From an optimization exercise on the open Yosys and OpenROAD flow, aimed at small area; shortcuts taken in it are not production practice. No run shown here included a check of the RTL's function; only the layout flow was run.

==> flow/design.v (outline; a module is shown in full before it is edited, if it fits) <==
// module fpm_pre: 22 lines
// module fpm_x3: 163 lines
// module fpm_mul: 1227 lines
// module fpm_fa: 6 lines
// module fpm_ha: 6 lines
// module fpm_bsel: 5 lines
// module fpm_sel3: 5 lines
// module fpm_clr: 6 lines
// module fpm_round: 28 lines
// module fp_mult: 43 lines
module fp_mult (clk, reset, a, b, res);
  // ...
==> flow/flow/run.sh <==
#!/bin/bash
# Layout flow: the standard ORFS flow (standard synthesis unchanged) with
#  - plain buf_1 cells as the port buffers global placement inserts (every
#    input and output port still gets its own buffer);
#  - clock tree built from clkbuf_8 (clkbuf_16 at the root), without the
#    dummy loads CTS otherwise adds for balancing.
set -euo pipefail
export BUFFER_PORTS_ARGS="-buffer_cell sky130_fd_sc_hd__buf_1"
export CTS_ARGS="-sink_clustering_enable -repair_clock_nets -buf_list sky130_fd_sc_hd__clkbuf_8 -root_buf sky130_fd_sc_hd__clkbuf_16 -dont_use_dummy_load"
bash standard.sh > standard_flow.log 2>&1
==> flow/standard.sh <==
#!/bin/bash
# synth_recipe.tcl (not shown) runs the flow's synth.tcl, then flattens the netlist and writes it again
# the make line also repeats each setting of config.mk as NAME=value (left out here)
make -C /OpenROAD-flow-scripts/flow DESIGN_CONFIG=/design/flow/config.mk WORK_HOME=/design/flow/orfs CLKGATE_MAP_FILE= SYNTH_SCRIPT=/design/flow/synth_recipe.tcl "${@:-finish}"
==> flow/config.mk <==
export PLATFORM = sky130hd
export DESIGN_NAME = fp_mult
export DESIGN_NICKNAME = fp_mult
export VERILOG_FILES = /design/flow/design.v
export SDC_FILE = /design/flow/constraint.sdc
export NUM_CORES = 4
export LEC_CHECK = 0
export CAP_MARGIN = 0
export CELL_PAD_IN_SITES_DETAIL_PLACEMENT = 1
export CELL_PAD_IN_SITES_GLOBAL_PLACEMENT = 2
export CORE_MARGIN = 2
export CORE_UTILIZATION = 50
export CTS_BUF_LIST = sky130_fd_sc_hd__clkbuf_8
export SLEW_MARGIN = 0
export SYNTH_HIERARCHICAL = 1
export SYNTH_MINIMUM_KEEP_SIZE = 0
==> flow/constraint.sdc <==
create_clock -name core_clock -period 8.0 [get_ports {clk}]
set_input_delay 1.6000 -clock core_clock [delete_from_list [all_inputs] [get_ports {clk}]]
set_output_delay 1.6000 -clock core_clock [all_outputs]
set_load 0.01 [all_outputs]
==> results.json, run 1 <==
{
  "design_area_um2": 17560,
  "r2r_slack_ns": 0.64,
  "firstDrtPassIters": 19,
  "grt_pass1_wl_mm": 88.21,
  "cap_violations": 0,
  "period_minus_slack_ns": 7.361,
  "buffers": 187,
  "fillCellCount": 3434,
  "nMultiInputCombCells": 958,
  "yosys.area.top_type": "fa_1",
  "die_w_um": 186.7,
  "synth_compound_area_share_pct": 19.71,
  "multiInputGateArea_um2": 11880,
  "cts_tree": "done",
  "synth.area.mux_share_pct": 2.189,
  "final-nonclk-buf-share_pct": 5.920,
  "async_flop_share_pct": 0,
  "hold_path.class": "flip-flop to flip-flop",
  "startpoint": "mb1[0]",
  "post-place-ws_ns": 0.8010,
  "synth_commonest_cells": "fa_1 (292), a222oi_1 (276), dfxtp_1 (181), buf_4 (118), ha_1 (91)",
  "reg2reg_depth": 25,
  "whs_ns": 0.3156,
  "htree_levels": 4,
  "clk_pin_slew_ns": 0.11,
  "synth-simple-area-share_pct": 5.638,
  "cts_hold_buf": 0,
  "drt_iter0_drc": 3350,
  "status": "timing/DRC/antenna clean",
  "overflow": 0,
  "final_cell_count_no_fill": 1845,
  "m1WireLength_mm": 23.04,
  "grt_max_degree": 33,
  "mostFrequentLayoutCells": "fa_1 (292), a222oi_1 (276), dfxtp_1 (181)",
  "rows": 66,
  "routed_wl_mm": 58.61
}
==> inputs of run 2 (changes only) <==
--- a/flow/design.v
+++ b/flow/design.v
@@ -852,295 +852,295 @@
   wire fs132, fc132;
   fpm_fa fa132 (.a(fs128), .b(fs129), .c(fc119), .s(fs132), .co(fc132));
   wire fs133, fc133;
   fpm_fa fa133 (.a(fc120), .b(fc121), .c(fs130), .s(fs133), .co(fc133));
   wire fs134, fc134;
   fpm_fa fa134 (.a(fs131), .b(fc122), .c(fs132), .s(fs134), .co(fc134));
   wire fs135, fc135;
   fpm_fa fa135 (.a(fs133), .b(fc123), .c(fs134), .s(fs135), .co(fc135));
-  wire hs8, hc8;
-  fpm_ha ha8 (.a(fc124), .b(fs135), .s(hs8), .co(hc8));
   wire fs136, fc136;
-  fpm_fa fa136 (.a(ppn0[25]), .b(ppn10[5]), .c(ppn11[3]), .s(fs136), .co(fc136));
+  fpm_fa fa136 (.a(fc124), .b(fs135), .c(fc125), .s(fs136), .co(fc136));
   wire fs137, fc137;
-  fpm_fa fa137 (.a(ppn1[23]), .b(ppn2[21]), .c(ppn3[19]), .s(fs137), .co(fc137));
+  fpm_fa fa137 (.a(ppn0[25]), .b(ppn10[5]), .c(ppn11[3]), .s(fs137), .co(fc137));
   wire fs138, fc138;
-  fpm_fa fa138 (.a(ppn4[17]), .b(ppn5[15]), .c(ppn6[13]), .s(fs138), .co(fc138));
+  fpm_fa fa138 (.a(ppn1[23]), .b(ppn2[21]), .c(ppn3[19]), .s(fs138), .co(fc138));
   wire fs139, fc139;
-  fpm_fa fa139 (.a(ppn7[11]), .b(ppn8[9]), .c(ppn9[7]), .s(fs139), .co(fc139));
+  fpm_fa fa139 (.a(ppn4[17]), .b(ppn5[15]), .c(ppn6[13]), .s(fs139), .co(fc139));
   wire fs140, fc140;
-  fpm_fa fa140 (.a(fc126), .b(fc127), .c(fc128), .s(fs140), .co(fc140));
+  fpm_fa fa140 (.a(ppn7[11]), .b(ppn8[9]), .c(ppn9[7]), .s(fs140), .co(fc140));
   wire fs141, fc141;
-  fpm_fa fa141 (.a(fc129), .b(fs136), .c(fs137), .s(fs141), .co(fc141));
+  fpm_fa fa141 (.a(fc126), .b(fc127), .c(fc128), .s(fs141), .co(fc141));
   wire fs142, fc142;
-  fpm_fa fa142 (.a(fs138), .b(fs139), .c(fc130), .s(fs142), .co(fc142));
+  fpm_fa fa142 (.a(fc129), .b(fs137), .c(fs138), .s(fs142), .co(fc142));
   wire fs143, fc143;
-  fpm_fa fa143 (.a(fc131), .b(fs140), .c(fs141), .s(fs143), .co(fc143));
+  fpm_fa fa143 (.a(fs139), .b(fs140), .c(fc130), .s(fs143), .co(fc143));
   wire fs144, fc144;
-  fpm_fa fa144 (.a(fc132), .b(fc133), .c(fs142), .s(fs144), .co(fc144));
+  fpm_fa fa144 (.a(fc131), .b(fs141), .c(fs142), .s(fs144), .co(fc144));
   wire fs145, fc145;
-  fpm_fa fa145 (.a(fs143), .b(fc134), .c(fs144), .s(fs145), .co(fc145));
-  wire hs9, hc9;
-  fpm_ha ha9 (.a(fc135), .b(fs145), .s(hs9), .co(hc9));
+  fpm_fa fa145 (.a(fc132), .b(fc133), .c(fs143), .s(fs145), .co(fc145));
   wire fs146, fc146;
-  fpm_fa fa146 (.a(ppn11[4]), .b(ppn1[24]), .c(ppn2[22]), .s(fs146), .co(fc146));
+  fpm_fa fa146 (.a(fs144), .b(fc134), .c(fs145), .s(fs146), .co(fc146));
+  wire hs8, hc8;
+  fpm_ha ha8 (.a(fc135), .b(fs146), .s(hs8), .co(hc8));
   wire fs147, fc147;
-  fpm_fa fa147 (.a(ppn3[20]), .b(ppn4[18]), .c(ppn5[16]), .s(fs147), .co(fc147));
+  fpm_fa fa147 (.a(ppn11[4]), .b(ppn1[24]), .c(ppn2[22]), .s(fs147), .co(fc147));
   wire fs148, fc148;
-  fpm_fa fa148 (.a(ppn6[14]), .b(ppn7[12]), .c(ppn8[10]), .s(fs148), .co(fc148));
+  fpm_fa fa148 (.a(ppn3[20]), .b(ppn4[18]), .c(ppn5[16]), .s(fs148), .co(fc148));
   wire fs149, fc149;
-  fpm_fa fa149 (.a(ppn9[8]), .b(n11), .c(fc136), .s(fs149), .co(fc149));
+  fpm_fa fa149 (.a(ppn6[14]), .b(ppn7[12]), .c(ppn8[10]), .s(fs149), .co(fc149));
   wire fs150, fc150;
-  fpm_fa fa150 (.a(fc137), .b(fc138), .c(fc139), .s(fs150), .co(fc150));
+  fpm_fa fa150 (.a(ppn9[8]), .b(n11), .c(fc137), .s(fs150), .co(fc150));
   wire fs151, fc151;
-  fpm_fa fa151 (.a(fs146), .b(fs147), .c(fs148), .s(fs151), .co(fc151));
+  fpm_fa fa151 (.a(fc138), .b(fc139), .c(fc140), .s(fs151), .co(fc151));
   wire fs152, fc152;
-  fpm_fa fa152 (.a(fc140), .b(fc141), .c(fs149), .s(fs152), .co(fc152));
+  fpm_fa fa152 (.a(fs147), .b(fs148), .c(fs149), .s(fs152), .co(fc152));
   wire fs153, fc153;
-  fpm_fa fa153 (.a(fs150), .b(fs151), .c(fc142), .s(fs153), .co(fc153));
+  fpm_fa fa153 (.a(fc141), .b(fc142), .c(fs150), .s(fs153), .co(fc153));
   wire fs154, fc154;
-  fpm_fa fa154 (.a(fs152), .b(fc143), .c(fc144), .s(fs154), .co(fc154));
+  fpm_fa fa154 (.a(fs151), .b(fs152), .c(fc143), .s(fs154), .co(fc154));
   wire fs155, fc155;
-  fpm_fa fa155 (.a(fs153), .b(fc145), .c(fs154), .s(fs155), .co(fc155));
+  fpm_fa fa155 (.a(fs153), .b(fc144), .c(fc145), .s(fs155), .co(fc155));
   wire fs156, fc156;
-  fpm_fa fa156 (.a(ppn10[7]), .b(ppn11[5]), .c(ppn1[25]), .s(fs156), .co(fc156));
+  fpm_fa fa156 (.a(fs154), .b(fc146), .c(fs155), .s(fs156), .co(fc156));
   wire fs157, fc157;
-  fpm_fa fa157 (.a(ppn2[23]), .b(ppn3[21]), .c(ppn4[19]), .s(fs157), .co(fc157));
+  fpm_fa fa157 (.a(ppn10[7]), .b(ppn11[5]), .c(ppn1[25]), .s(fs157), .co(fc157));
   wire fs158, fc158;
-  fpm_fa fa158 (.a(ppn5[17]), .b(ppn6[15]), .c(ppn7[13]), .s(fs158), .co(fc158));
+  fpm_fa fa158 (.a(ppn2[23]), .b(ppn3[21]), .c(ppn4[19]), .s(fs158), .co(fc158));
   wire fs159, fc159;
-  fpm_fa fa159 (.a(ppn8[11]), .b(ppn9[9]), .c(n12), .s(fs159), .co(fc159));
+  fpm_fa fa159 (.a(ppn5[17]), .b(ppn6[15]), .c(ppn7[13]), .s(fs159), .co(fc159));
   wire fs160, fc160;
-  fpm_fa fa160 (.a(fc146), .b(fc147), .c(fc148), .s(fs160), .co(fc160));
+  fpm_fa fa160 (.a(ppn8[11]), .b(ppn9[9]), .c(n12), .s(fs160), .co(fc160));
   wire fs161, fc161;
-  fpm_fa fa161 (.a(fs156), .b(fs157), .c(fs158), .s(fs161), .co(fc161));
+  fpm_fa fa161 (.a(fc147), .b(fc148), .c(fc149), .s(fs161), .co(fc161));
   wire fs162, fc162;
-  fpm_fa fa162 (.a(fs159), .b(fc149), .c(fc150), .s(fs162), .co(fc162));
+  fpm_fa fa162 (.a(fs157), .b(fs158), .c(fs159), .s(fs162), .co(fc162));
   wire fs163, fc163;
-  fpm_fa fa163 (.a(fc151), .b(fs160), .c(fs161), .s(fs163), .co(fc163));
+  fpm_fa fa163 (.a(fs160), .b(fc150), .c(fc151), .s(fs163), .co(fc163));
   wire fs164, fc164;
-  fpm_fa fa164 (.a(fc152), .b(fs162), .c(fc153), .s(fs164), .co(fc164));
+  fpm_fa fa164 (.a(fc152), .b(fs161), .c(fs162), .s(fs164), .co(fc164));
   wire fs165, fc165;
-  fpm_fa fa165 (.a(fs163), .b(fc154), .c(fs164), .s(fs165), .co(fc165));
+  fpm_fa fa165 (.a(fc153), .b(fs163), .c(fc154), .s(fs165), .co(fc165));
   wire fs166, fc166;
-  fpm_fa fa166 (.a(ppn10[6]), .b(ppn10[8]), .c(ppn11[6]), .s(fs166), .co(fc166));
+  fpm_fa fa166 (.a(fs164), .b(fc155), .c(fs165), .s(fs166), .co(fc166));
   wire fs167, fc167;
-  fpm_fa fa167 (.a(ppn2[24]), .b(ppn3[22]), .c(ppn4[20]), .s(fs167), .co(fc167));
+  fpm_fa fa167 (.a(ppn10[6]), .b(ppn10[8]), .c(ppn11[6]), .s(fs167), .co(fc167));
   wire fs168, fc168;
-  fpm_fa fa168 (.a(ppn5[18]), .b(ppn6[16]), .c(ppn7[14]), .s(fs168), .co(fc168));
+  fpm_fa fa168 (.a(ppn2[24]), .b(ppn3[22]), .c(ppn4[20]), .s(fs168), .co(fc168));
   wire fs169, fc169;
-  fpm_fa fa169 (.a(ppn8[12]), .b(ppn9[10]), .c(fc156), .s(fs169), .co(fc169));
+  fpm_fa fa169 (.a(ppn5[18]), .b(ppn6[16]), .c(ppn7[14]), .s(fs169), .co(fc169));
   wire fs170, fc170;
-  fpm_fa fa170 (.a(fc157), .b(fc158), .c(fc159), .s(fs170), .co(fc170));
+  fpm_fa fa170 (.a(ppn8[12]), .b(ppn9[10]), .c(fc157), .s(fs170), .co(fc170));
   wire fs171, fc171;
-  fpm_fa fa171 (.a(fs166), .b(fs167), .c(fs168), .s(fs171), .co(fc171));
+  fpm_fa fa171 (.a(fc158), .b(fc159), .c(fc160), .s(fs171), .co(fc171));
   wire fs172, fc172;
-  fpm_fa fa172 (.a(fc160), .b(fc161), .c(fs169), .s(fs172), .co(fc172));
+  fpm_fa fa172 (.a(fs167), .b(fs168), .c(fs169), .s(fs172), .co(fc172));
   wire fs173, fc173;
-  fpm_fa fa173 (.a(fs170), .b(fs171), .c(fc162), .s(fs173), .co(fc173));
+  fpm_fa fa173 (.a(fc161), .b(fc162), .c(fs170), .s(fs173), .co(fc173));
   wire fs174, fc174;
-  fpm_fa fa174 (.a(fs172), .b(fc163), .c(fs173), .s(fs174), .co(fc174));
+  fpm_fa fa174 (.a(fs171), .b(fs172), .c(fc163), .s(fs174), .co(fc174));
   wire fs175, fc175;
-  fpm_fa fa175 (.a(fc164), .b(fs174), .c(fc165), .s(fs175), .co(fc175));
+  fpm_fa fa175 (.a(fs173), .b(fc164), .c(fs174), .s(fs175), .co(fc175));
   wire fs176, fc176;
-  fpm_fa fa176 (.a(ppn11[7]), .b(ppn2[25]), .c(ppn3[23]), .s(fs176), .co(fc176));
+  fpm_fa fa176 (.a(fc165), .b(fs175), .c(fc166), .s(fs176), .co(fc176));
   wire fs177, fc177;
-  fpm_fa fa177 (.a(ppn4[21]), .b(ppn5[19]), .c(ppn6[17]), .s(fs177), .co(fc177));
+  fpm_fa fa177 (.a(ppn11[7]), .b(ppn2[25]), .c(ppn3[23]), .s(fs177), .co(fc177));
   wire fs178, fc178;
-  fpm_fa fa178 (.a(ppn7[15]), .b(ppn8[13]), .c(ppn9[11]), .s(fs178), .co(fc178));
+  fpm_fa fa178 (.a(ppn4[21]), .b(ppn5[19]), .c(ppn6[17]), .s(fs178), .co(fc178));
   wire fs179, fc179;
-  fpm_fa fa179 (.a(n13), .b(fc166), .c(fc167), .s(fs179), .co(fc179));
+  fpm_fa fa179 (.a(ppn7[15]), .b(ppn8[13]), .c(ppn9[11]), .s(fs179), .co(fc179));
   wire fs180, fc180;
-  fpm_fa fa180 (.a(fc168), .b(fs176), .c(fs177), .s(fs180), .co(fc180));
+  fpm_fa fa180 (.a(n13), .b(fc167), .c(fc168), .s(fs180), .co(fc180));
   wire fs181, fc181;
-  fpm_fa fa181 (.a(fs178), .b(fc169), .c(fc170), .s(fs181), .co(fc181));
+  fpm_fa fa181 (.a(fc169), .b(fs177), .c(fs178), .s(fs181), .co(fc181));
   wire fs182, fc182;
-  fpm_fa fa182 (.a(fc171), .b(fs179), .c(fs180), .s(fs182), .co(fc182));
+  fpm_fa fa182 (.a(fs179), .b(fc170), .c(fc171), .s(fs182), .co(fc182));
   wire fs183, fc183;
-  fpm_fa fa183 (.a(fc172), .b(fs181), .c(fc173), .s(fs183), .co(fc183));
+  fpm_fa fa183 (.a(fc172), .b(fs180), .c(fs181), .s(fs183), .co(fc183));
   wire fs184, fc184;
-  fpm_fa fa184 (.a(fs182), .b(fc174), .c(fs183), .s(fs184), .co(fc184));
+  fpm_fa fa184 (.a(fc173), .b(fs182), .c(fc174), .s(fs184), .co(fc184));
   wire fs185, fc185;
-  fpm_fa fa185 (.a(ppn10[10]), .b(ppn10[9]), .c(ppn11[8]), .s(fs185), .co(fc185));
+  fpm_fa fa185 (.a(fs183), .b(fc175), .c(fs184), .s(fs185), .co(fc185));
   wire fs186, fc186;
-  fpm_fa fa186 (.a(ppn3[24]), .b(ppn4[22]), .c(ppn5[20]), .s(fs186), .co(fc186));
+  fpm_fa fa186 (.a(ppn10[10]), .b(ppn10[9]), .c(ppn11[8]), .s(fs186), .co(fc186));
   wire fs187, fc187;
-  fpm_fa fa187 (.a(ppn6[18]), .b(ppn7[16]), .c(ppn8[14]), .s(fs187), .co(fc187));
+  fpm_fa fa187 (.a(ppn3[24]), .b(ppn4[22]), .c(ppn5[20]), .s(fs187), .co(fc187));
   wire fs188, fc188;
-  fpm_fa fa188 (.a(ppn9[12]), .b(fc176), .c(fc177), .s(fs188), .co(fc188));
+  fpm_fa fa188 (.a(ppn6[18]), .b(ppn7[16]), .c(ppn8[14]), .s(fs188), .co(fc188));
   wire fs189, fc189;
-  fpm_fa fa189 (.a(fc178), .b(fs185), .c(fs186), .s(fs189), .co(fc189));
+  fpm_fa fa189 (.a(ppn9[12]), .b(fc177), .c(fc178), .s(fs189), .co(fc189));
   wire fs190, fc190;
-  fpm_fa fa190 (.a(fs187), .b(fc179), .c(fc180), .s(fs190), .co(fc190));
+  fpm_fa fa190 (.a(fc179), .b(fs186), .c(fs187), .s(fs190), .co(fc190));
   wire fs191, fc191;
-  fpm_fa fa191 (.a(fs188), .b(fs189), .c(fc181), .s(fs191), .co(fc191));
+  fpm_fa fa191 (.a(fs188), .b(fc180), .c(fc181), .s(fs191), .co(fc191));
   wire fs192, fc192;
-  fpm_fa fa192 (.a(fs190), .b(fc182), .c(fs191), .s(fs192), .co(fc192));
+  fpm_fa fa192 (.a(fs189), .b(fs190), .c(fc182), .s(fs192), .co(fc192));
   wire fs193, fc193;
-  fpm_fa fa193 (.a(fc183), .b(fs192), .c(fc184), .s(fs193), .co(fc193));
+  fpm_fa fa193 (.a(fs191), .b(fc183), .c(fs192), .s(fs193), .co(fc193));
   wire fs194, fc194;
-  fpm_fa fa194 (.a(ppn11[9]), .b(ppn3[25]), .c(ppn4[23]), .s(fs194), .co(fc194));
+  fpm_fa fa194 (.a(fc184), .b(fs193), .c(fc185), .s(fs194), .co(fc194));
   wire fs195, fc195;
-  fpm_fa fa195 (.a(ppn5[21]), .b(ppn6[19]), .c(ppn7[17]), .s(fs195), .co(fc195));
+  fpm_fa fa195 (.a(ppn11[9]), .b(ppn3[25]), .c(ppn4[23]), .s(fs195), .co(fc195));
   wire fs196, fc196;
-  fpm_fa fa196 (.a(ppn8[15]), .b(ppn9[13]), .c(n14), .s(fs196), .co(fc196));
+  fpm_fa fa196 (.a(ppn5[21]), .b(ppn6[19]), .c(ppn7[17]), .s(fs196), .co(fc196));
   wire fs197, fc197;
-  fpm_fa fa197 (.a(fc185), .b(fc186), .c(fc187), .s(fs197), .co(fc197));
+  fpm_fa fa197 (.a(ppn8[15]), .b(ppn9[13]), .c(n14), .s(fs197), .co(fc197));
   wire fs198, fc198;
-  fpm_fa fa198 (.a(fs194), .b(fs195), .c(fs196), .s(fs198), .co(fc198));
+  fpm_fa fa198 (.a(fc186), .b(fc187), .c(fc188), .s(fs198), .co(fc198));
   wire fs199, fc199;
-  fpm_fa fa199 (.a(fc188), .b(fc189), .c(fs197), .s(fs199), .co(fc199));
+  fpm_fa fa199 (.a(fs195), .b(fs196), .c(fs197), .s(fs199), .co(fc199));
   wire fs200, fc200;
-  fpm_fa fa200 (.a(fs198), .b(fc190), .c(fs199), .s(fs200), .co(fc200));
+  fpm_fa fa200 (.a(fc189), .b(fc190), .c(fs198), .s(fs200), .co(fc200));
   wire fs201, fc201;
-  fpm_fa fa201 (.a(fc191), .b(fs200), .c(fc192), .s(fs201), .co(fc201));
+  fpm_fa fa201 (.a(fs199), .b(fc191), .c(fs200), .s(fs201), .co(fc201));
   wire fs202, fc202;
-  fpm_fa fa202 (.a(ppn10[11]), .b(ppn10[12]), .c(ppn11[10]), .s(fs202), .co(fc202));
+  fpm_fa fa202 (.a(fc192), .b(fs201), .c(fc193), .s(fs202), .co(fc202));
   wire fs203, fc203;
-  fpm_fa fa203 (.a(ppn4[24]), .b(ppn5[22]), .c(ppn6[20]), .s(fs203), .co(fc203));
+  fpm_fa fa203 (.a(ppn10[11]), .b(ppn10[12]), .c(ppn11[10]), .s(fs203), .co(fc203));
   wire fs204, fc204;
-  fpm_fa fa204 (.a(ppn7[18]), .b(ppn8[16]), .c(ppn9[14]), .s(fs204), .co(fc204));
+  fpm_fa fa204 (.a(ppn4[24]), .b(ppn5[22]), .c(ppn6[20]), .s(fs204), .co(fc204));
   wire fs205, fc205;
-  fpm_fa fa205 (.a(fc194), .b(fc195), .c(fc196), .s(fs205), .co(fc205));
+  fpm_fa fa205 (.a(ppn7[18]), .b(ppn8[16]), .c(ppn9[14]), .s(fs205), .co(fc205));
   wire fs206, fc206;
-  fpm_fa fa206 (.a(fs202), .b(fs203), .c(fs204), .s(fs206), .co(fc206));
+  fpm_fa fa206 (.a(fc195), .b(fc196), .c(fc197), .s(fs206), .co(fc206));
   wire fs207, fc207;
-  fpm_fa fa207 (.a(fc197), .b(fc198), .c(fs205), .s(fs207), .co(fc207));
+  fpm_fa fa207 (.a(fs203), .b(fs204), .c(fs205), .s(fs207), .co(fc207));
   wire fs208, fc208;
-  fpm_fa fa208 (.a(fs206), .b(fc199), .c(fs207), .s(fs208), .co(fc208));
+  fpm_fa fa208 (.a(fc198), .b(fc199), .c(fs206), .s(fs208), .co(fc208));
   wire fs209, fc209;
-  fpm_fa fa209 (.a(fc200), .b(fs208), .c(fc201), .s(fs209), .co(fc209));
+  fpm_fa fa209 (.a(fs207), .b(fc200), .c(fs208), .s(fs209), .co(fc209));
   wire fs210, fc210;
-  fpm_fa fa210 (.a(ppn11[11]), .b(ppn4[25]), .c(ppn5[23]), .s(fs210), .co(fc210));
+  fpm_fa fa210 (.a(fc201), .b(fs209), .c(fc202), .s(fs210), .co(fc210));
   wire fs211, fc211;
-  fpm_fa fa211 (.a(ppn6[21]), .b(ppn7[19]), .c(ppn8[17]), .s(fs211), .co(fc211));
+  fpm_fa fa211 (.a(ppn11[11]), .b(ppn4[25]), .c(ppn5[23]), .s(fs211), .co(fc211));
   wire fs212, fc212;
-  fpm_fa fa212 (.a(ppn9[15]), .b(n15), .c(fc202), .s(fs212), .co(fc212));
+  fpm_fa fa212 (.a(ppn6[21]), .b(ppn7[19]), .c(ppn8[17]), .s(fs212), .co(fc212));
   wire fs213, fc213;
-  fpm_fa fa213 (.a(fc203), .b(fc204), .c(fs210), .s(fs213), .co(fc213));
+  fpm_fa fa213 (.a(ppn9[15]), .b(n15), .c(fc203), .s(fs213), .co(fc213));
   wire fs214, fc214;
-  fpm_fa fa214 (.a(fs211), .b(fc205), .c(fc206), .s(fs214), .co(fc214));
+  fpm_fa fa214 (.a(fc204), .b(fc205), .c(fs211), .s(fs214), .co(fc214));
   wire fs215, fc215;
-  fpm_fa fa215 (.a(fs212), .b(fs213), .c(fc207), .s(fs215), .co(fc215));
+  fpm_fa fa215 (.a(fs212), .b(fc206), .c(fc207), .s(fs215), .co(fc215));
   wire fs216, fc216;
-  fpm_fa fa216 (.a(fs214), .b(fc208), .c(fs215), .s(fs216), .co(fc216));
+  fpm_fa fa216 (.a(fs213), .b(fs214), .c(fc208), .s(fs216), .co(fc216));
   wire fs217, fc217;
-  fpm_fa fa217 (.a(ppn10[13]), .b(ppn10[14]), .c(ppn11[12]), .s(fs217), .co(fc217));
+  fpm_fa fa217 (.a(fs215), .b(fc209), .c(fs216), .s(fs217), .co(fc217));
   wire fs218, fc218;
-  fpm_fa fa218 (.a(ppn5[24]), .b(ppn6[22]), .c(ppn7[20]), .s(fs218), .co(fc218));
+  fpm_fa fa218 (.a(ppn10[13]), .b(ppn10[14]), .c(ppn11[12]), .s(fs218), .co(fc218));
   wire fs219, fc219;
-  fpm_fa fa219 (.a(ppn8[18]), .b(ppn9[16]), .c(fc210), .s(fs219), .co(fc219));
+  fpm_fa fa219 (.a(ppn5[24]), .b(ppn6[22]), .c(ppn7[20]), .s(fs219), .co(fc219));
   wire fs220, fc220;
-  fpm_fa fa220 (.a(fc211), .b(fs217), .c(fs218), .s(fs220), .co(fc220));
+  fpm_fa fa220 (.a(ppn8[18]), .b(ppn9[16]), .c(fc211), .s(fs220), .co(fc220));
   wire fs221, fc221;
-  fpm_fa fa221 (.a(fc212), .b(fc213), .c(fs219), .s(fs221), .co(fc221));
+  fpm_fa fa221 (.a(fc212), .b(fs218), .c(fs219), .s(fs221), .co(fc221));
   wire fs222, fc222;
-  fpm_fa fa222 (.a(fs220), .b(fc214), .c(fs221), .s(fs222), .co(fc222));
+  fpm_fa fa222 (.a(fc213), .b(fc214), .c(fs220), .s(fs222), .co(fc222));
   wire fs223, fc223;
-  fpm_fa fa223 (.a(fc215), .b(fs222), .c(fc216), .s(fs223), .co(fc223));
+  fpm_fa fa223 (.a(fs221), .b(fc215), .c(fs222), .s(fs223), .co(fc223));
   wire fs224, fc224;
-  fpm_fa fa224 (.a(ppn11[13]), .b(ppn5[25]), .c(ppn6[23]), .s(fs224), .co(fc224));
+  fpm_fa fa224 (.a(fc216), .b(fs223), .c(fc217), .s(fs224), .co(fc224));
   wire fs225, fc225;
-  fpm_fa fa225 (.a(ppn7[21]), .b(ppn8[19]), .c(ppn9[17]), .s(fs225), .co(fc225));
+  fpm_fa fa225 (.a(ppn11[13]), .b(ppn5[25]), .c(ppn6[23]), .s(fs225), .co(fc225));
   wire fs226, fc226;
-  fpm_fa fa226 (.a(n16), .b(fc217), .c(fc218), .s(fs226), .co(fc226));
+  fpm_fa fa226 (.a(ppn7[21]), .b(ppn8[19]), .c(ppn9[17]), .s(fs226), .co(fc226));
   wire fs227, fc227;
-  fpm_fa fa227 (.a(fs224), .b(fs225), .c(fc219), .s(fs227), .co(fc227));
+  fpm_fa fa227 (.a(n16), .b(fc218), .c(fc219), .s(fs227), .co(fc227));
   wire fs228, fc228;
-  fpm_fa fa228 (.a(fc220), .b(fs226), .c(fc221), .s(fs228), .co(fc228));
+  fpm_fa fa228 (.a(fs225), .b(fs226), .c(fc220), .s(fs228), .co(fc228));
   wire fs229, fc229;
-  fpm_fa fa229 (.a(fs227), .b(fc222), .c(fs228), .s(fs229), .co(fc229));
+  fpm_fa fa229 (.a(fc221), .b(fs227), .c(fc222), .s(fs229), .co(fc229));
   wire fs230, fc230;
-  fpm_fa fa230 (.a(ppn10[15]), .b(ppn10[16]), .c(ppn11[14]), .s(fs230), .co(fc230));
+  fpm_fa fa230 (.a(fs228), .b(fc223), .c(fs229), .s(fs230), .co(fc230));
   wire fs231, fc231;
-  fpm_fa fa231 (.a(ppn6[24]), .b(ppn7[22]), .c(ppn8[20]), .s(fs231), .co(fc231));
+  fpm_fa fa231 (.a(ppn10[15]), .b(ppn10[16]), .c(ppn11[14]), .s(fs231), .co(fc231));
   wire fs232, fc232;
-  fpm_fa fa232 (.a(ppn9[18]), .b(fc224), .c(fc225), .s(fs232), .co(fc232));
+  fpm_fa fa232 (.a(ppn6[24]), .b(ppn7[22]), .c(ppn8[20]), .s(fs232), .co(fc232));
   wire fs233, fc233;
-  fpm_fa fa233 (.a(fs230), .b(fs231), .c(fc226), .s(fs233), .co(fc233));
+  fpm_fa fa233 (.a(ppn9[18]), .b(fc225), .c(fc226), .s(fs233), .co(fc233));
   wire fs234, fc234;
-  fpm_fa fa234 (.a(fs232), .b(fc227), .c(fs233), .s(fs234), .co(fc234));
+  fpm_fa fa234 (.a(fs231), .b(fs232), .c(fc227), .s(fs234), .co(fc234));
   wire fs235, fc235;
-  fpm_fa fa235 (.a(fc228), .b(fs234), .c(fc229), .s(fs235), .co(fc235));
+  fpm_fa fa235 (.a(fs233), .b(fc228), .c(fs234), .s(fs235), .co(fc235));
   wire fs236, fc236;
-  fpm_fa fa236 (.a(ppn11[15]), .b(ppn6[25]), .c(ppn7[23]), .s(fs236), .co(fc236));
+  fpm_fa fa236 (.a(fc229), .b(fs235), .c(fc230), .s(fs236), .co(fc236));
   wire fs237, fc237;
-  fpm_fa fa237 (.a(ppn8[21]), .b(ppn9[19]), .c(n17), .s(fs237), .co(fc237));
+  fpm_fa fa237 (.a(ppn11[15]), .b(ppn6[25]), .c(ppn7[23]), .s(fs237), .co(fc237));
   wire fs238, fc238;
-  fpm_fa fa238 (.a(fc230), .b(fc231), .c(fs236), .s(fs238), .co(fc238));
+  fpm_fa fa238 (.a(ppn8[21]), .b(ppn9[19]), .c(n17), .s(fs238), .co(fc238));
   wire fs239, fc239;
-  fpm_fa fa239 (.a(fs237), .b(fc232), .c(fs238), .s(fs239), .co(fc239));
+  fpm_fa fa239 (.a(fc231), .b(fc232), .c(fs237), .s(fs239), .co(fc239));
   wire fs240, fc240;
-  fpm_fa fa240 (.a(fc233), .b(fs239), .c(fc234), .s(fs240), .co(fc240));
+  fpm_fa fa240 (.a(fs238), .b(fc233), .c(fs239), .s(fs240), .co(fc240));
   wire fs241, fc241;
-  fpm_fa fa241 (.a(ppn10[17]), .b(ppn10[18]), .c(ppn11[16]), .s(fs241), .co(fc241));
+  fpm_fa fa241 (.a(fc234), .b(fs240), .c(fc235), .s(fs241), .co(fc241));
   wire fs242, fc242;
-  fpm_fa fa242 (.a(ppn7[24]), .b(ppn8[22]), .c(ppn9[20]), .s(fs242), .co(fc242));
+  fpm_fa fa242 (.a(ppn10[17]), .b(ppn10[18]), .c(ppn11[16]), .s(fs242), .co(fc242));
   wire fs243, fc243;
-  fpm_fa fa243 (.a(fc236), .b(fc237), .c(fs241), .s(fs243), .co(fc243));
+  fpm_fa fa243 (.a(ppn7[24]), .b(ppn8[22]), .c(ppn9[20]), .s(fs243), .co(fc243));
   wire fs244, fc244;
-  fpm_fa fa244 (.a(fs242), .b(fc238), .c(fs243), .s(fs244), .co(fc244));
+  fpm_fa fa244 (.a(fc237), .b(fc238), .c(fs242), .s(fs244), .co(fc244));
   wire fs245, fc245;
-  fpm_fa fa245 (.a(fc239), .b(fs244), .c(fc240), .s(fs245), .co(fc245));
+  fpm_fa fa245 (.a(fs243), .b(fc239), .c(fs244), .s(fs245), .co(fc245));
   wire fs246, fc246;
-  fpm_fa fa246 (.a(ppn11[17]), .b(ppn7[25]), .c(ppn8[23]), .s(fs246), .co(fc246));
+  fpm_fa fa246 (.a(fc240), .b(fs245), .c(fc241), .s(fs246), .co(fc246));
   wire fs247, fc247;
-  fpm_fa fa247 (.a(ppn9[21]), .b(n18), .c(fc241), .s(fs247), .co(fc247));
+  fpm_fa fa247 (.a(ppn11[17]), .b(ppn7[25]), .c(ppn8[23]), .s(fs247), .co(fc247));
   wire fs248, fc248;
-  fpm_fa fa248 (.a(fc242), .b(fs246), .c(fc243), .s(fs248), .co(fc248));
+  fpm_fa fa248 (.a(ppn9[21]), .b(n18), .c(fc242), .s(fs248), .co(fc248));
   wire fs249, fc249;
-  fpm_fa fa249 (.a(fs247), .b(fs248), .c(fc244), .s(fs249), .co(fc249));
+  fpm_fa fa249 (.a(fc243), .b(fs247), .c(fc244), .s(fs249), .co(fc249));
   wire fs250, fc250;
-  fpm_fa fa250 (.a(ppn10[19]), .b(ppn10[20]), .c(ppn11[18]), .s(fs250), .co(fc250));
+  fpm_fa fa250 (.a(fs248), .b(fs249), .c(fc245), .s(fs250), .co(fc250));
   wire fs251, fc251;
-  fpm_fa fa251 (.a(ppn8[24]), .b(ppn9[22]), .c(fc246), .s(fs251), .co(fc251));
+  fpm_fa fa251 (.a(ppn10[19]), .b(ppn10[20]), .c(ppn11[18]), .s(fs251), .co(fc251));
   wire fs252, fc252;
-  fpm_fa fa252 (.a(fs250), .b(fc247), .c(fs251), .s(fs252), .co(fc252));
+  fpm_fa fa252 (.a(ppn8[24]), .b(ppn9[22]), .c(fc247), .s(fs252), .co(fc252));
   wire fs253, fc253;
-  fpm_fa fa253 (.a(fc248), .b(fs252), .c(fc249), .s(fs253), .co(fc253));
+  fpm_fa fa253 (.a(fs251), .b(fc248), .c(fs252), .s(fs253), .co(fc253));
   wire fs254, fc254;
-  fpm_fa fa254 (.a(ppn11[19]), .b(ppn8[25]), .c(ppn9[23]), .s(fs254), .co(fc254));
+  fpm_fa fa254 (.a(fc249), .b(fs253), .c(fc250), .s(fs254), .co(fc254));
   wire fs255, fc255;
-  fpm_fa fa255 (.a(n19), .b(fc250), .c(fs254), .s(fs255), .co(fc255));
+  fpm_fa fa255 (.a(ppn11[19]), .b(ppn8[25]), .c(ppn9[23]), .s(fs255), .co(fc255));
   wire fs256, fc256;
-  fpm_fa fa256 (.a(fc251), .b(fs255), .c(fc252), .s(fs256), .co(fc256));
+  fpm_fa fa256 (.a(n19), .b(fc251), .c(fs255), .s(fs256), .co(fc256));
   wire fs257, fc257;
-  fpm_fa fa257 (.a(ppn10[21]), .b(ppn10[22]), .c(ppn11[20]), .s(fs257), .co(fc257));
+  fpm_fa fa257 (.a(fc252), .b(fs256), .c(fc253), .s(fs257), .co(fc257));
   wire fs258, fc258;
-  fpm_fa fa258 (.a(ppn9[24]), .b(fc254), .c(fs257), .s(fs258), .co(fc258));
+  fpm_fa fa258 (.a(ppn10[21]), .b(ppn10[22]), .c(ppn11[20]), .s(fs258), .co(fc258));
   wire fs259, fc259;
-  fpm_fa fa259 (.a(fc255), .b(fs258), .c(fc256), .s(fs259), .co(fc259));
+  fpm_fa fa259 (.a(ppn9[24]), .b(fc255), .c(fs258), .s(fs259), .co(fc259));
   wire fs260, fc260;
-  fpm_fa fa260 (.a(ppn11[21]), .b(ppn9[25]), .c(n20), .s(fs260), .co(fc260));
+  fpm_fa fa260 (.a(fc256), .b(fs259), .c(fc257), .s(fs260), .co(fc260));
   wire fs261, fc261;
-  fpm_fa fa261 (.a(fc257), .b(fs260), .c(fc258), .s(fs261), .co(fc261));
+  fpm_fa fa261 (.a(ppn11[21]), .b(ppn9[25]), .c(n20), .s(fs261), .co(fc261));
   wire fs262, fc262;
-  fpm_fa fa262 (.a(ppn10[23]), .b(ppn10[24]), .c(ppn11[22]), .s(fs262), .co(fc262));
+  fpm_fa fa262 (.a(fc258), .b(fs261), .c(fc259), .s(fs262), .co(fc262));
   wire fs263, fc263;
-  fpm_fa fa263 (.a(fc260), .b(fs262), .c(fc261), .s(fs263), .co(fc263));
+  fpm_fa fa263 (.a(ppn10[23]), .b(ppn10[24]), .c(ppn11[22]), .s(fs263), .co(fc263));
   wire fs264, fc264;
-  fpm_fa fa264 (.a(ppn11[23]), .b(n21), .c(fc262), .s(fs264), .co(fc264));
+  fpm_fa fa264 (.a(fc261), .b(fs263), .c(fc262), .s(fs264), .co(fc264));
   wire fs265, fc265;
-  fpm_fa fa265 (.a(ppn10[25]), .b(ppn11[24]), .c(fc264), .s(fs265), .co(fc265));
+  fpm_fa fa265 (.a(ppn11[23]), .b(n21), .c(fc263), .s(fs265), .co(fc265));
+  wire fs266, fc266;
+  fpm_fa fa266 (.a(ppn10[25]), .b(ppn11[24]), .c(fc265), .s(fs266), .co(fc266));
   wire [47:0] p;
   assign p[0] = ppn0[0];
   assign p[1] = ppn0[1];
   assign p[2] = hs1;
   assign p[3] = hs2;
   assign p[4] = fs3;
   assign p[5] = hs3;
   assign p[6] = fs8;
   assign p[7] = hs4;
   assign p[8] = fs15;
   assign p[9] = hs5;
   assign p[10] = fs24;
   assign p[11] = hs6;
-  wire [35:0] fx = {n22, fs265, fc263, fs263, fc259, fs259, fc253, fs253, fc245, fs245, fc235, fs235, fc223, fs223, fc209, fs209, fc193, fs193, fc175, fs175, fc155, hc9, hc8, fc125, fs125, fc104, fs104, fc85, fs85, fc68, fs68, fc53, fs53, fc40, hc7, hc6};
-  wire [35:0] fy = {fc265, 1'b0, fs264, 1'b0, fs261, 1'b0, fs256, 1'b0, fs249, 1'b0, fs240, 1'b0, fs229, 1'b0, fs216, 1'b0, fs201, 1'b0, fs184, 1'b0, fs165, fs155, hs9, hs8, 1'b0, fs114, 1'b0, fs94, 1'b0, fs76, 1'b0, fs60, 1'b0, fs46, fs40, hs7};
+  wire [35:0] fx = {n22, fs266, fc264, fs264, fc260, fs260, fc254, fs254, fc246, fs246, fc236, fs236, fc224, fs224, fc210, fs210, fc194, fs194, fc176, fs176, fc156, hc8, fc136, fs136, fs125, fc104, fs104, fc85, fs85, fc68, fs68, fc53, fs53, fc40, hc7, hc6};
+  wire [35:0] fy = {fc266, 1'b0, fs265, 1'b0, fs262, 1'b0, fs257, 1'b0, fs250, 1'b0, fs241, 1'b0, fs230, 1'b0, fs217, 1'b0, fs202, 1'b0, fs185, 1'b0, fs166, fs156, hs8, 1'b0, 1'b0, fs114, 1'b0, fs94, 1'b0, fs76, 1'b0, fs60, 1'b0, fs46, fs40, hs7};
   wire qg0 = fx[0] & fy[0];
   wire qh0 = fx[0] ^ fy[0];
   wire qg1 = fx[1] & fy[1];
   wire qh1 = fx[1] ^ fy[1];
   wire qg2 = fx[2] & fy[2];
   wire qh2 = fx[2] ^ fy[2];
   wire qg3 = fx[3] & fy[3];
   wire qh3 = fx[3] ^ fy[3];
==> results.json, run 2 <==
{
  "status": "timing/DRC/antenna clean",
  "clk_pin_slew_ns": 0.11,
  "cts_buffers": 17,
  "via_per_inst": 7.215,
  "async_flop_share_pct": 0,
  "worst_skew_pair.late_latency_ns": 0.41,
  "routed_wl_mm": 58.33,
  "yosys_register_bits": 181,
  "grt_pass1_wl_mm": 88.72,
  "holdPathEnd": "xe2[7]",
  "cap_violations": 0,
  "io_pins": 98,
  "synth_xor_area_share_pct": 1.731,
  "max_freq_mhz": 138.2,
  "cp-end-kind": "flip-flop",
  "grt_max_degree": 33,
  "track_usage_pct": 33.94,
  "period_minus_slack_ns": 7.234,
  "cts_hold_buf": 0,
  "start_kind": "flip-flop",
  "relSlewSlack_pct": 32.74,
  "synth_area_um2": 16700,
  "fin_tns_setup_ns": 0,
  "ys_seq_area_share_pct": 21.70,
  "num_vias": 13427,
  "synth_fa_ha_area_share_pct": 41.75,
  "setup_viol": 0,
  "grt_antenna_before_repair": 1,
  "synth_edf_count": 0,
  "synth.area.mux_share_pct": 2.188,
  "drt_iter0_drc": 3235,
  "synth_top_area_share_pct": 35.01,
  "finalHoldViolCount": 0,
  "synth_most_common_cell": "fa_1",
  "worstSetupPathType": "flip-flop to flip-flop",
  "regArea_um2": 3623,
  "rr_endpoint": "g2",
  "cts_tree": "done",
  "firstDrtPassIters": 13,
  "drive_above_1_share_pct": 12.97,
  "mostFrequentLayoutCells": "fa_1 (292), a222oi_1 (276), dfxtp_1 (181)",
  "post_cts_resized": 0,
  "reg2reg_depth": 23,
  "num_antenna_cells": 0,
  "worstMarginPinSlew_ns": 1.008,
  "die_y_um": 186.8,
  "rsz0062_at_grt": "no",
  "multiInputGateArea_um2": 11880,
  "synth-simple-area-share_pct": 5.785,
  "worstPathMaxFanout": 12,
  "gp_congestion": 0.9566,
  "die_w_um": 186.8,
  "yosys.area.top_type": "fa_1",
  "fillCellCount": 3449,
  "grt_pass1_vias": 14235,
  "syn_inst": 1333,
  "clock-sinks": 181,
  "synth_commonest_cells": "fa_1 (292), a222oi_1 (276), dfxtp_1 (181), buf_4 (118), ha_1 (90)",
  "ys_types": 52,
  "min_path_cells": 0,
  "portBuffers": 97,
  "top_regs": "r3 (32), res (32)",
  "finalClockSkew_ns": 0.04835,
  "core-area_um2": 32700,
  "ys_warn_count": 7,
  "overflow": 0,
  "critPathRequiredTime_ns": 8.24,
  "area_growth_pct": 5.739,
  "rows": 66,
  "hold_path.class": "flip-flop to flip-flop",
  "post_synth.cell_area_avg_um2": 12.53,
  "die_area_um2": 34880,
  "cts_setup_buffers": 0,
  "initial_core_util_pct": 51.06,
  "arrival_ns": 7.47,
  "maxSlewViolCount": 0,
  "wl_per_cell_um": 31.34,
  "fin_crit_sh_pct": 90.43,
  "drtAntennaViolNets": 0,
  "whs_ns": 0.3294,
  "final_util_pct": 53.99,
  "hp-start": "xe1[7]",
  "syn_nets": 1781,
  "nets": 1869,
  "synth_top_family_by_area": "adder cells",
  "final_common_cell": "fa_1",
  "synth_compound_area_share_pct": 19.68,
  "r2r_slack_ns": 0.77,
  "synthTopCellsByArea": "fa_1 (35%), dfxtp_1 (22%), a222oi_1 (17%)",
  "dp_hpwl_mm": 43.97,
  "root_buffer": "clkbuf_16",
  "clock_path_buffers": 2,
  "drc_errors": 0,
  "htree_levels": 4,
  "synth_top_flop_cell": "dfxtp_1",
  "reg2reg_from": "mb1[0]"
}
-- run 2: changes by cell type after synthesis, sizes merged, moves of 4 or more --
cell and change:
a211oi +5, a21oi +6, a31oi -5, nand2 -4
o21ai +4, xnor2 -4, xor2 +4
-- run 2: worst max-delay path by stage --
| stage | start | to | slack, ns | cells after the start |
|---|---|---|---|---|
| 2_1_floorplan | mb1[0] | g2 | 1.27 | 23 |
| 3_3_place_gp | ph2[24] | r3[30] | 0.93 | 32 |
| 3_5_place_dp | ph2[24] | r3[30] | 0.84 | 32 |
| 4_1_cts | ph2[24] | r3[30] | 0.80 | 32 |
| 5_1_grt | mb1[0] | g2 | 0.33 | 23 |
| 6_report | mb1[0] | g2 | 0.77 | 23 |
-- run 2: worst max-delay path, stage by stage (launching register included) --
cell and delay [ns]:
dfxtp_1 0.41, nor2b_1 0.71, buf_4 0.31, a222oi_1 0.14, fa_1 0.59, fa_1 0.42, ha_1 0.22, fa_1 0.36
ha_1 0.20, fa_1 0.37, ha_1 0.20, fa_1 0.38, ha_1 0.20, ha_1 0.20, inv_1 0.07, fa_1 0.29
nor2b_1 0.10, o21ai_0 0.29, nor2_1 0.06, o21ai_0 0.21, fa_1 0.44, or4_1 0.47, nor4_1 0.30, o2111ai_1 0.16
-- run 2: cells by family (layout without fill, tap and decap cells) --
kind of cell | Yosys count | count (layout)
multiplexers | 35 | 35
other | 1 | 1
adder cells (fa/ha/maj) | 382 | 382
buffers and inverters | 188 | 274
AND/OR/NAND/NOR | 169 | 169
flip-flops | 181 | 181
AO/OA/AOI/OAI | 344 | 344
XOR/XNOR | 33 | 33
-- run 2: per-layer routing --
metal	share of wire (%)	global-route usage (%)
met1	37	44.53
met2	43	51.29
met3	14	10.12
met4	5.2	16.94
met5	0.015	0
-- run 2: metrics by stage --
step / instance area, µm² / setup WS [ns] / cells
floorplan: 16700 / 1.275 / 1333
global placement: 17410 / 0.9284 / 1844
detailed placement: 17410 / 0.8437 / 1844
CTS: 17660 / 0.8046 / 1861
global route: 17660 / 0.3259 / 1861
finish: 17660 / 0.7657 / 1861
-- run 2: final cells by class --
cell class / count / share of cell area, %
tap: 442 / 3.132
inverter: 60 / 1.276
multi-input combinational: 964 / 67.30
clock buffer: 17 / 1.389
timing repair buffer: 197 / 6.385
sequential: 181 / 20.52
-- run 2: modules after synthesis, one instance, submodules excluded --
module	cells inside	times used	flops+latches
fp_mult	182	1	181
fpm_clr	35	1	0
fpm_fa	1	274	0
fpm_ha	1	37	0
fpm_mul	282	1	0
fpm_pre	55	1	0
fpm_round	51	1	0
fpm_sel3	1	276	0
fpm_x3	141	1	0

[afterwards: timing with drivers on the ports]
The flow's constraints put no driver on any port. The routed layouts listed below were extracted and timed again, unchanged, in two steps.
Step 1, drivers: a clkbuf_16 drives clk and a buf_2 each remaining input, both assumed.
Step 2 adds t to the input delays and takes it off the output delays; t is the mean of the earliest and latest rising clock arrival at the registers after step 1. Input paths then give back, and output paths get back, about the clock's delay inside the block.
a / b / c = ideal / step 1 / step 2; a / b = the first two.
| run | shift t [ns] | setup WS [ns] | worst slew at a driven data input, ns |
|---|---|---|---|
| run 1 | 0.440 | 0.639 / 0.639 / 0.639 | 0.05 |
| run 2 | 0.446 | 0.766 / 0.766 / 0.766 | 0.04 |
After both steps setup and hold are still met in every run listed.
